From an optimization exercise on the open Yosys and OpenROAD flow, aimed at small area, a short achievable clock period and few clock cycles; shortcuts taken in it are not production practice.
The RTL was checked by simulation tests, not by an equivalence proof against the original design.
The clock port is modelled as an ideal driver, which makes a skipped or thinned clock tree look cheaper than it is; a real chip needs a root buffer or a tree.

== v6 ==
Design LBP, start of the top module:
module LBP ( clk, reset, gray_addr, gray_req, gray_ready, gray_data, lbp_addr, lbp_valid, lbp_data, finish);
==> module LBP, before the edit <==
module LBP ( clk, reset, gray_addr, gray_req, gray_ready, gray_data, lbp_addr, lbp_valid, lbp_data, finish);
input clk;
input reset;
output reg [13:0] gray_addr;
output reg gray_req;
input gray_ready;
input [7:0] gray_data;
output reg [13:0] lbp_addr;
output reg lbp_valid;
output reg [7:0] lbp_data;
output reg finish;
reg [2:0] r;         
reg col_end;         
reg x_last;          
wire [6:0] gx = gray_addr[6:0];
wire [6:0] gy = gray_addr[13:7];
wire strip_end = col_end & x_last;
wire is_last = strip_end & (&gy);
always @(posedge clk or posedge reset) begin
    if (reset) begin
        gray_req <= 1'b0;
        finish <= 1'b0;
        lbp_valid <= 1'b0;
    end else begin
        lbp_valid <= gray_req & (|r[2:1]) & (|gx[6:1]);
        if (gray_req) begin
            if (is_last) begin
                gray_req <= 1'b0;
                finish <= 1'b1;
            end
        end else if (gray_ready & ~finish) begin
            gray_req <= 1'b1;
        end
    end
end
wire [6:0] y_step = {{4{col_end}}, {2{strip_end}}, 1'b1};
always @(posedge clk) begin
    x_last <= &gx;
    if (!gray_req) begin
        gray_addr <= 14'd0;
        r <= 3'd0;
        col_end <= 1'b0;
    end else begin
        r <= r + 3'd1;
        col_end <= (r == 3'd6);
        gray_addr[13:7] <= gy + y_step;
        if (col_end) gray_addr[6:0] <= gx + 7'd1;
    end
end
function [1:0] cmp_merge;
    input [1:0] hi, lo;
    cmp_merge = {hi[1] | (~hi[0] & lo[1]), hi[0] | (~hi[1] & lo[0])};
endfunction
function [1:0] cmp;
    input [7:0] a, b;
    reg [1:0] p0, p1, p2, p3, p4, p5, p6, p7;
    begin
        p0 = {a[0] & ~b[0], ~a[0] & b[0]};
        p1 = {a[1] & ~b[1], ~a[1] & b[1]};
        p2 = {a[2] & ~b[2], ~a[2] & b[2]};
        p3 = {a[3] & ~b[3], ~a[3] & b[3]};
        p4 = {a[4] & ~b[4], ~a[4] & b[4]};
        p5 = {a[5] & ~b[5], ~a[5] & b[5]};
        p6 = {a[6] & ~b[6], ~a[6] & b[6]};
        p7 = {a[7] & ~b[7], ~a[7] & b[7]};
        cmp = cmp_merge(cmp_merge(cmp_merge(p7, p6), cmp_merge(p5, p4)),
                        cmp_merge(cmp_merge(p3, p2), cmp_merge(p1, p0)));
    end
endfunction
reg [7:0] c1, c2, c3, c4, c5, c6, c7, c8, c9;
wire [1:0] k0 = cmp(gray_data, c9);
wire [1:0] k1 = cmp(c1, c9);
wire [1:0] k2 = cmp(c2, c9);
wire [1:0] k8 = cmp(c8, c9);
reg [8:0] d0;    
reg [7:0] d1;    
reg [6:0] d2;    
reg       d8;    
always @(posedge clk) begin
    c1 <= gray_data; c2 <= c1; c3 <= c2; c4 <= c3; c5 <= c4;
    c6 <= c5; c7 <= c6; c8 <= c7; c9 <= c8;
    d0 <= {d0[7:0], ~k0[1]};
    d1 <= {d1[6:0], ~k1[1]};
    d2 <= {d2[5:0], ~k2[1]};
    d8 <= ~k8[1];
    lbp_data <= {~k0[0], ~k8[0], d2[6], ~k1[0], d1[7], ~k2[0], d8, d0[8]};
    lbp_addr <= {gy - 7'd1, gx - 7'd1};
end
endmodule
clock: 4.0 ns
lec_check: 0
cap_margin: 20
core_margin: 2
core_utilization: 50
setup_slack_margin: 2.4
slew_margin: 20
standard.sh (not shown) runs the stock make flow with config.mk's settings and CLKGATE_MAP_FILE= SYNTH_SCRIPT=/design/flow/synth_recipe.tcl, a recipe that flattens the netlist after the stock synthesis.
==> flow/flow/run.sh <==
#!/bin/bash
set -euo pipefail
W=$PWD
source flow/params.sh
bash standard.sh synth > synth.log 2>&1
R=$W/orfs/results/$FLOW_PLATFORM/LBP/base
cp "$R/1_2_yosys.v" "$W/standard_1_2_yosys.v"
LIB_FILE="$FLOW_HOME/platforms/$FLOW_PLATFORM/lib/sky130_fd_sc_hd__tt_025C_1v80.lib" \
NETLIST_IN="$W/standard_1_2_yosys.v" NETLIST_OUT="$W/remapped.v" \
DONT_USE="$(cat flow/dont_use.txt)" \
  yosys -c flow/remap.tcl > remap.log 2>&1
cp "$W/remapped.v" "$R/1_2_yosys.v"
bash standard.sh PRE_CTS_TCL="$W/flow/cts_manual.tcl" \
  "BUFFER_PORTS_ARGS=-buffer_cell $PORT_BUF" finish > layout.log 2>&1
Other scripts of this flow, unchanged in this note and not shown: flow/flow/cts_manual.tcl, flow/flow/dont_use.txt, flow/flow/params.sh, flow/flow/remap.tcl
Testbench counts of v6, summed over its fixed seeds: cycles 172,040.
The inputs of v7 differ from those of v6 as listed below.
-- flow/design.v --
<<< v6, line 14
reg col_end;         
reg x_last;          
wire [6:0] gx = gray_addr[6:0];
wire [6:0] gy = gray_addr[13:7];
>>> v7, line 14
reg col_end;         
reg x_last;          
reg valid1;          
reg last1;           
wire [6:0] gx = gray_addr[6:0];
wire [6:0] gy = gray_addr[13:7];
<<< v6, line 23
        finish <= 1'b0;
        lbp_valid <= 1'b0;
    end else begin
        lbp_valid <= gray_req & (|r[2:1]) & (|gx[6:1]);
        if (gray_req) begin
            if (is_last) begin
                gray_req <= 1'b0;
                finish <= 1'b1;
            end
        end else if (gray_ready & ~finish) begin
            gray_req <= 1'b1;
        end
    end
end
wire [6:0] y_step = {{4{col_end}}, {2{strip_end}}, 1'b1};
always @(posedge clk) begin
    x_last <= &gx;
>>> v7, line 25
        finish <= 1'b0;
        lbp_valid <= 1'b0;
        valid1 <= 1'b0;
        last1 <= 1'b0;
    end else begin
        valid1 <= gray_req & (|r[2:1]) & (|gx[6:1]);
        lbp_valid <= valid1;
        last1 <= gray_req & is_last;
        if (last1) finish <= 1'b1;
        if (gray_req) begin
            if (is_last) gray_req <= 1'b0;
        end else if (gray_ready & ~finish & ~last1) begin
            gray_req <= 1'b1;
        end
    end
end
wire [6:0] y_inc = gy + 7'd1;
wire [6:0] y_col = gy - 7'd7;
wire [6:0] y_dec = gy - 7'd1;
always @(posedge clk) begin
    x_last <= &gx;
<<< v6, line 45
        r <= r + 3'd1;
        col_end <= (r == 3'd6);
        gray_addr[13:7] <= gy + y_step;
        if (col_end) gray_addr[6:0] <= gx + 7'd1;
    end
end
function [1:0] cmp_merge;
    input [1:0] hi, lo;
>>> v7, line 51
        r <= r + 3'd1;
        col_end <= (r == 3'd6);
        gray_addr[13:7] <= !col_end ? y_inc : x_last ? y_dec : y_col;
        if (col_end) gray_addr[6:0] <= gx + 7'd1;
    end
end
wire prev_col_end = (r == 3'd0);
wire [6:0] lx = gx - {5'd0, prev_col_end, ~prev_col_end};
wire [6:0] ly = !prev_col_end ? gy - 7'd2 : x_last ? gy : gy + 7'd6;
function [1:0] cmp_merge;
    input [1:0] hi, lo;
<<< v6, line 69
    end
endfunction
reg [7:0] c1, c2, c3, c4, c5, c6, c7, c8, c9;
wire [1:0] k0 = cmp(gray_data, c9);
wire [1:0] k1 = cmp(c1, c9);
wire [1:0] k2 = cmp(c2, c9);
>>> v7, line 78
    end
endfunction
reg [7:0] c0, c1, c2, c3, c4, c5, c6, c7, c8, c9;
wire [1:0] k0 = cmp(c0, c9);
wire [1:0] k1 = cmp(c1, c9);
wire [1:0] k2 = cmp(c2, c9);
<<< v6, line 79
reg       d8;    
always @(posedge clk) begin
    c1 <= gray_data; c2 <= c1; c3 <= c2; c4 <= c3; c5 <= c4;
    c6 <= c5; c7 <= c6; c8 <= c7; c9 <= c8;
    d0 <= {d0[7:0], ~k0[1]};
>>> v7, line 88
reg       d8;    
always @(posedge clk) begin
    c0 <= gray_data; c1 <= c0; c2 <= c1; c3 <= c2; c4 <= c3; c5 <= c4;
    c6 <= c5; c7 <= c6; c8 <= c7; c9 <= c8;
    d0 <= {d0[7:0], ~k0[1]};
<<< v6, line 86
    d8 <= ~k8[1];
    lbp_data <= {~k0[0], ~k8[0], d2[6], ~k1[0], d1[7], ~k2[0], d8, d0[8]};
    lbp_addr <= {gy - 7'd1, gx - 7'd1};
end
endmodule
>>> v7, line 95
    d8 <= ~k8[1];
    lbp_data <= {~k0[0], ~k8[0], d2[6], ~k1[0], d1[7], ~k2[0], d8, d0[8]};
    lbp_addr <= {ly, lx};
end
endmodule
## What came out
Between v6 and v7, the sequential share of layout area figures differ only marginally. Compared with v6, the detailed router inserted more vias in v7. Max footprint of the flip-flops and latches across v6 and v7: v7. Delta (v7 minus v6): final routed wirelength across all metal layers grew by 380 um, routed length per instance lost 0.45 um, per-cell via count in the routed design moved down, worst hold slack went down.
Testbench counts of v7, summed over its fixed seeds: cycles 172,048.
No run of this note takes its clock network from TritonCTS; it comes from the design's own scripts or RTL.

[afterwards: timing with drivers on the ports]
In the flow no input, the clock included, has a driving cell. The finished layouts below were timed again as built, in two steps. Step 1 (the two cells are an assumption about what drives the block):
set clk [get_ports {clk}]
set_driving_cell -lib_cell sky130_fd_sc_hd__clkbuf_16 $clk
set_driving_cell -lib_cell sky130_fd_sc_hd__buf_2 [delete_from_list [all_inputs] $clk]
Step 2 adds t to the input delays and takes it off the output delays; t is the mean of the earliest and latest rising clock arrival at the registers after step 1. Input paths then give back, and output paths get back, about the clock's delay inside the block. Three values: ideal, step 1, step 2; two values: the first two.
run | shift t [ns] | setup WS [ns] | latest minus earliest clock arrival (ns)
v6 | 0.251 | 2.397 / 2.356 / 2.192 | 0.008 / 0.007
v7 | 0.255 | 2.401 / 2.363 / 2.401 | 0.016 / 0.015
After both steps every run listed still meets setup and hold. The setup slack of v6, which loses most, moves by -0.041 ns with the drivers and by -0.205 ns with both steps.
